From an optimization exercise on the open Yosys and OpenROAD flow, aimed at small area and a short achievable clock period; shortcuts taken in it are not production practice.
Function was checked by simulation only, so behaviour that the tests miss may differ from the original.

// Correlation_32
module Correlation_32(
    input [31:0] Num_1,
    input [31:0] Num_2,
    input [31:0] Num_3,
    input [31:0] Num_4,
    input [31:0] Num_5,
    input [31:0] Num_6,
    input [31:0] Num_7,
    input [31:0] Num_8,
    input [31:0] Num_9,
    input [31:0] Num_10,
    input [31:0] Num_11,
    input [31:0] Num_12,
    input [31:0] Num_13,
    input [31:0] Num_14,
    input [31:0] Num_15,
    input [31:0] Num_16,
    input [31:0] Target_Num,
    input Clock,
    input Reset,
    output reg [3:0] Out_4
    );
  wire [31:0] num [0:15];
  assign num[0] = Num_1;   assign num[1] = Num_2;   assign num[2] = Num_3;   assign num[3] = Num_4;
  assign num[4] = Num_5;   assign num[5] = Num_6;   assign num[6] = Num_7;   assign num[7] = Num_8;
  assign num[8] = Num_9;   assign num[9] = Num_10;  assign num[10] = Num_11; assign num[11] = Num_12;
  assign num[12] = Num_13; assign num[13] = Num_14; assign num[14] = Num_15; assign num[15] = Num_16;
  wire [5:0] d0 [0:15];
  wire [31:0] x0 = num[0] ^ Target_Num;
  wire p0_s0, p0_c0;
  wire p0_s1, p0_c1;
  wire p0_s2, p0_c2;
  wire p0_s3, p0_c3;
  wire p0_s4, p0_c4;
  wire p0_s5, p0_c5;
  wire p0_s6, p0_c6;
  wire p0_s7, p0_c7;
  wire p0_s8, p0_c8;
  wire p0_s9, p0_c9;
  wire p0_s10, p0_c10;
  wire p0_s11, p0_c11;
  wire p0_s12, p0_c12;
  wire p0_s13, p0_c13;
  wire p0_s14, p0_c14;
  wire p0_s15, p0_c15;
  wire p0_s16, p0_c16;
  wire p0_s17, p0_c17;
  wire p0_s18, p0_c18;
  wire p0_s19, p0_c19;
  wire p0_s20, p0_c20;
  wire p0_s21, p0_c21;
  wire p0_s22, p0_c22;
  wire p0_s23, p0_c23;
  wire p0_s24, p0_c24;
  ...
For scale: roughly 1,600 cells after synthesis, ~550 I/O pins, about 18,000 sq um of cells after synthesis.
clock: 50.0 ns
lec_check: 0
cap_margin: 20
core_margin: 2
core_utilization: 55
cts_buf_list: sky130_fd_sc_hd__clkbuf_2
slew_margin: 20
synth_hierarchical: 1
synth_minimum_keep_size: 0
standard.sh (not shown) runs the stock make flow with config.mk's settings and CLKGATE_MAP_FILE= SYNTH_SCRIPT=/design/flow/synth_recipe.tcl, a recipe that flattens the netlist after the stock synthesis.
==> flow/flow/run.sh <==
#!/bin/bash
# Standard ORFS layout (the standard.sh), with the port buffers made from the
# smallest buffer cell, and timing repair aiming for 32.9 ns of setup slack.
set -euo pipefail
export BUFFER_PORTS_ARGS="-buffer_cell sky130_fd_sc_hd__buf_1"
export SETUP_SLACK_MARGIN=32.9
bash standard.sh > standard.log 2>&1
The baseline passed the timing, DRC and antenna checks.
Rerun with:
==> flow/flow/run.sh (replaced) <==
#!/bin/bash
# Standard ORFS layout (the standard.sh), with the port buffers made from the
# smallest buffer cell, and timing repair aiming for 32.7 ns of setup slack.
set -euo pipefail
export BUFFER_PORTS_ARGS="-buffer_cell sky130_fd_sc_hd__buf_1"
export SETUP_SLACK_MARGIN=32.7
bash standard.sh > standard.log 2>&1
CORE_UTILIZATION = 60   (was 55)
After rerunning: The changed run ran to the end with no violations; final cell count came out lower slightly; global-route usage rose by 3.2 points; setup slack is worse by 0.16 ns; fmax fell slightly; worst hold slack stays flat; sequential cell count stays the same; die area went down by a little under a tenth.

========
Correlation_32, a different RTL version from the one above (not shown whole).
Size in the first run: ~1,500 cells after synthesis, roughly 17,000 µm² of cells after synthesis.
// Correlation_32
module Correlation_32(
    input [31:0] Num_1,
    input [31:0] Num_2,
    input [31:0] Num_3,
    input [31:0] Num_4,
    input [31:0] Num_5,
    input [31:0] Num_6,
    input [31:0] Num_7,
    input [31:0] Num_8,
    input [31:0] Num_9,
    input [31:0] Num_10,
    input [31:0] Num_11,
    input [31:0] Num_12,
    input [31:0] Num_13,
    input [31:0] Num_14,
    input [31:0] Num_15,
    input [31:0] Num_16,
    input [31:0] Target_Num,
    input Clock,
    input Reset,
    output reg [3:0] Out_4
    );
==> flow/config.mk <==
export PLATFORM = sky130hd
export DESIGN_NAME = Correlation_32
export DESIGN_NICKNAME = Correlation_32
export VERILOG_FILES = /design/flow/design.v
export SDC_FILE = /design/flow/constraint.sdc
export NUM_CORES = 4
export LEC_CHECK = 0
export CAP_MARGIN = 20
export CORE_MARGIN = 2
export CORE_UTILIZATION = 60
export SLEW_MARGIN = 20
export SYNTH_HIERARCHICAL = 1
export SYNTH_MINIMUM_KEEP_SIZE = 0
==> flow/constraint.sdc <==
create_clock -name core_clock -period 50.0 [get_ports {Clock}]
set_input_delay 10.0000 -clock core_clock [delete_from_list [all_inputs] [get_ports {Clock}]]
set_output_delay 10.0000 -clock core_clock [all_outputs]
set_load 0.01 [all_outputs]
==> flow/flow/run.sh <==
#!/bin/bash
# Standard ORFS layout (the standard.sh), with the port buffers made from the
# smallest buffer cell, every combinational cell of the synthesized netlist set to its
# smallest drive strength, and timing repair aiming for 32.5 ns of setup slack.
set -euo pipefail
export BUFFER_PORTS_ARGS="-buffer_cell sky130_fd_sc_hd__buf_1"
export SETUP_SLACK_MARGIN=32.5
export POST_SYNTH_TCL="$PWD/flow/downsize.tcl"
bash standard.sh > standard.log 2>&1
==> flow/flow/downsize.tcl <==
# After synthesis: give every combinational cell the smallest drive strength of its
# kind (same function, smaller area); timing repair later sizes up what it needs.
set db [ord::get_db]
set n 0
foreach inst [[ord::get_db_block] getInsts] {
  set m [$inst getMaster]
  set name [$m getName]
  if {![regexp {^(sky130_fd_sc_hd__[a-z0-9]+)_([0-9]+)$} $name -> base size]} { continue }
  if {[regexp {df|dl|fa$|ha$|conb|tap|clkbuf|clkinv|clkdly|dly} $base]} { continue }
  set best ""
  set best_area 1e30
  foreach s {0 1 2} {
    set cand [$db findMaster ${base}_$s]
    if {$cand eq "NULL" || $cand eq ""} { continue }
    set a [expr {[$cand getWidth] * [$cand getHeight]}]
    if {$a < $best_area} { set best $cand; set best_area $a }
  }
  if {$best ne "" && [$best getName] ne $name && $best_area < [$m getWidth] * [$m getHeight]} {
    $inst swapMaster $best
    incr n
  }
}
puts "downsize.tcl: $n cells given a smaller drive strength"
The starting point finished with timing, DRC and antenna clean.
Edit:
==> flow/flow/run.sh (replaced) <==
#!/bin/bash
# Standard ORFS layout (the standard.sh), with the port buffers made from the
# smallest buffer cell, and timing repair aiming for 32.5 ns of setup slack.
set -euo pipefail
export BUFFER_PORTS_ARGS="-buffer_cell sky130_fd_sc_hd__buf_1"
export SETUP_SLACK_MARGIN=32.5
bash standard.sh > standard.log 2>&1
CORE_UTILIZATION = 80   (was 60)
removed: flow/flow/downsize.tcl
Result: Now the flow died in 3_2_place_iop. Synthesized cell count does not change. Area after synthesis climbs slightly.
Edit:
CORE_UTILIZATION = 40   (was 80)
With this change the flow completed without violations.
Area after synthesis is unchanged.
Synthesized cell count is unchanged.
Edit:
CORE_UTILIZATION = 60   (was 40)
Critical path depth is unchanged.
Area after synthesis does not change.
Fmax hardly moves.
Global-route usage is higher by 11 points.
Cell count is lower by 7.7%.
Hold slack gains 0.016 ns.
Clock-buffer cell count stays the same.
Edit:
--- a/flow/flow/run.sh
+++ b/flow/flow/run.sh
@@ -5,3 +5,4 @@
 export BUFFER_PORTS_ARGS="-buffer_cell sky130_fd_sc_hd__buf_1"
 export SETUP_SLACK_MARGIN=32.5
+export RECOVER_POWER=100
 bash standard.sh > standard.log 2>&1
Effect:
- The new run finished but fails on capacitance limit, slew limit
- sequential share of layout area hardly moves
- global-route usage is unchanged
- wire length barely changes
- maximum frequency goes down by 5.5%
Edit:
--- a/flow/flow/run.sh
+++ b/flow/flow/run.sh
@@ -5,4 +5,3 @@
 export BUFFER_PORTS_ARGS="-buffer_cell sky130_fd_sc_hd__buf_1"
 export SETUP_SLACK_MARGIN=32.5
-export RECOVER_POWER=100
 bash standard.sh > standard.log 2>&1
CORE_UTILIZATION = 65   (was 60)
CTS_BUF_LIST = sky130_fd_sc_hd__clkbuf_2   (was default)
Outcome: This time the run finished with timing, DRC and antenna clean. Global-route usage is higher by 3.8 points. Routed wire length is about the same. Via count climbs slightly. Area after synthesis is unchanged. Clock-buffer cell count stays the same.

## separate check: timing with driven ports
No port has a modelled driver above. Below, the same layouts with a new extraction and two added sets of constraints. Step 1 sets driving cells, clkbuf_16 on the clock port and buf_2 on the other inputs (assumed; they add their load-dependent delay and slew). Step 2 moves the port delays by t, midway between the first and last clock arrival at a register: inputs arrive t later, outputs are due t later. That takes back most of the time a late clock gives input paths. Three values: no drivers, after step 1, after step 2; two values: the first two.
run | t (ns) | slack for setup (ns) | hold slack, ns
the first run of note 1 | 0.246 | 33.125 / 33.116 / 32.869 | 9.654 / 9.650 / 9.897
the second run of note 1 | 0.235 | 32.963 / 32.959 / 32.724 | 9.654 / 9.657 / 9.892
the first run of note 2 | 0.250 | 32.622 / 32.585 / 32.335 | 9.655 / 9.647 / 9.897
the third run of note 2 | 0.264 | 32.673 / 32.667 / 32.403 | 9.659 / 9.641 / 9.904
the fourth run of note 2 | 0.264 | 32.661 / 32.658 / 32.394 | 9.675 / 9.656 / 9.919
the fifth run of note 2 | 0.263 | 31.650 / 31.641 / 31.378 | 9.675 / 9.656 / 9.919
the sixth run of note 2 | 0.232 | 32.665 / 32.663 / 32.431 | 9.663 / 9.661 / 9.893
For the first run of note 2, which loses most, drivers alone change the setup slack by -0.037 ns; drivers and shift together by -0.287 ns.
